This design comes from an exercise in tuning for small area, a short achievable clock period and few clock cycles on the open sky130 flow, not from production work. The RTL was checked by simulation tests, not by an equivalence proof against the original design.

// van_der_pol_simple
module van_der_pol_simple(
    input wire clk,
    input wire rst,
    input wire start,
    input wire [31:0] x_init,
    input wire [31:0] u_init,
    input wire [31:0] dt,
    input wire [31:0] mu,
    input wire [31:0] t_max,
    output wire [31:0] x_out,
    output wire [31:0] u_out,
    output wire [31:0] t_out,
    output reg done,
    output reg valid
);
Size in the first run: roughly 7,100 cells after synthesis, about 260 I/O pins.
Settings: LEC_CHECK=0, CAP_MARGIN=20, CORE_MARGIN=2, CORE_UTILIZATION=65, SLEW_MARGIN=20; clock period 40.0 ns.
standard.sh (not shown) runs the stock make flow with config.mk's settings and CLKGATE_MAP_FILE= SYNTH_SCRIPT=/design/flow/synth_recipe.tcl, a recipe that flattens the netlist after the stock synthesis.
==> flow/flow/run.sh <==
#!/bin/bash
set -euo pipefail
export BUFFER_PORTS_ARGS="-buffer_cell sky130_fd_sc_hd__buf_1"
export SETUP_SLACK_MARGIN=30.6
bash standard.sh > standard.log 2>&1
The starting point completed with no timing, DRC or antenna violations.
Testbench counts at the start, summed over its fixed seeds: cycles 52,364.
Rerun with:
==> flow/flow/run.sh (replaced) <==
#!/bin/bash
set -euo pipefail
export BUFFER_PORTS_ARGS="-buffer_cell sky130_fd_sc_hd__buf_4"
export SETUP_SLACK_MARGIN=31
bash standard.sh > standard.log 2>&1
--- a/flow/config.mk
+++ b/flow/config.mk
@@ -8 +8 @@
-export CAP_MARGIN = 20
+export CAP_MARGIN = 0
@@ -10,2 +10,2 @@
-export CORE_UTILIZATION = 65
-export SLEW_MARGIN = 20
+export CORE_UTILIZATION = 40
+export SLEW_MARGIN = 0
The changed run went through all stages and came out clean.
Setup slack got worse by 3.9 ps.
First-iteration DRC count is lower by 23%.
Global-route usage drops by 17 points.
Non-clock buffer count went up by 121.
Sequential share of layout area is lower by 0.35 points.
Via count drops by 1.1%.
Die area rose by 62%.
Critical path depth stays the same.
Clock-buffer cell count falls by 7.
Maximum frequency stays flat.

========
Setup of job 101:
Starting RTL as in the previous note.
Settings: LEC_CHECK=0, ABC_AREA=1, CAP_MARGIN=20, CORE_MARGIN=2, CORE_UTILIZATION=40, SLEW_MARGIN=20; clock period 40.0 ns.
==> flow/flow/run.sh <==
#!/bin/bash
set -euo pipefail
export BUFFER_PORTS_ARGS="-buffer_cell sky130_fd_sc_hd__buf_1"
export SETUP_SLACK_MARGIN=30.6
bash standard.sh > standard.log 2>&1
Testbench counts of job 101, summed over its fixed seeds: cycles 52,364.
--- input diff job 101..job 102 ---
- ABC_AREA no longer set, was 1
Results
In job 102 the gate count after technology mapping turned out about 1.7% lower than in job 101.
The post-route clock period utilization on job 101 is in line with that on job 102.
Looking at most common cell after layout, fill and taps aside, the sky130_fd_sc_hd__nand2_1 result is from job 101; the sky130_fd_sc_hd__fa_1 one comes from job 102.
On initial cell density of the core, job 102 and job 101 are basically level.
In the tables for job 102 and job 101, core utilization reads lower with job 102.
Any difference in total negative slack for setup checks between job 102 and job 101 is small enough to ignore.

========
van_der_pol_simple, a different RTL version from the one above (not shown whole).
Size: ~3,800 cells after synthesis, ~200 flip-flops, ~260 I/O pins.
clock: 40.0 ns
lec_check: 0
cap_margin: 20
core_margin: 2
core_utilization: 40
slew_margin: 20
==> flow/flow/run.sh <==
#!/bin/bash
set -euo pipefail
export BUFFER_PORTS_ARGS="-buffer_cell sky130_fd_sc_hd__buf_4"
export SETUP_SLACK_MARGIN=31
bash standard.sh > standard.log 2>&1
Testbench counts at the start, summed over its fixed seeds: cycles 104,057.
Rerun with:
==> flow/run.sh (new file) <==
#!/bin/bash
# synth_recipe.tcl (not shown) runs the flow's synth.tcl, then flattens the netlist and writes it again
# the make line also repeats each setting of config.mk as NAME=value (left out here)
make -C /OpenROAD-flow-scripts/flow DESIGN_CONFIG=/design/flow/config.mk WORK_HOME=/design/flow/orfs CLKGATE_MAP_FILE= SYNTH_SCRIPT=/design/flow/synth_recipe.tcl finish
removed: flow/flow/run.sh
removed: flow/standard.sh
The new run ran to the end with no violations.
Worst setup slack is worse by 470 ps.
Routed wire length stays flat.
Synthesized cell count does not change.
Design area decreases by about 1.9%.
Flip-flop and latch count does not change.
Die area stays the same.
Non-clock buffer count goes down by 123.

-- static timing again, ports no longer ideal --
No port has a modelled driver above. Below, the same layouts with a new extraction and two added sets of constraints.
Step 1, drivers: a clkbuf_16 drives clk and a buf_2 each remaining input, both assumed.
Step 2, shift: input delay + t, output delay - t, t = (earliest + latest rising clock arrival at the registers) / 2. This alone moves slack from input paths to output paths.
Three values: no drivers, after step 1, after step 2; two values: the first two.
run	shift t [ns]	slack for setup (ns)	clock arrival spread, ns	worst data-port slew with drivers (ns)
the first run of note 1	0.653	30.566 / 30.502 / 30.855	0.025 / 0.025	0.10
the second run of note 1	0.689	30.562 / 30.495 / 30.815	0.031 / 0.031	0.11
job 101	0.630	30.588 / 30.529 / 30.721	0.017 / 0.016	0.20
job 102	0.663	30.568 / 30.505 / 30.780	0.047 / 0.047	0.19
the first run of note 3	0.571	30.815 / 30.761 / 31.126	0.035 / 0.035	0.08
the second run of note 3	0.573	30.344 / 30.288 / 30.776	0.036 / 0.036	0.09
After both steps setup and hold are still met in every run listed.
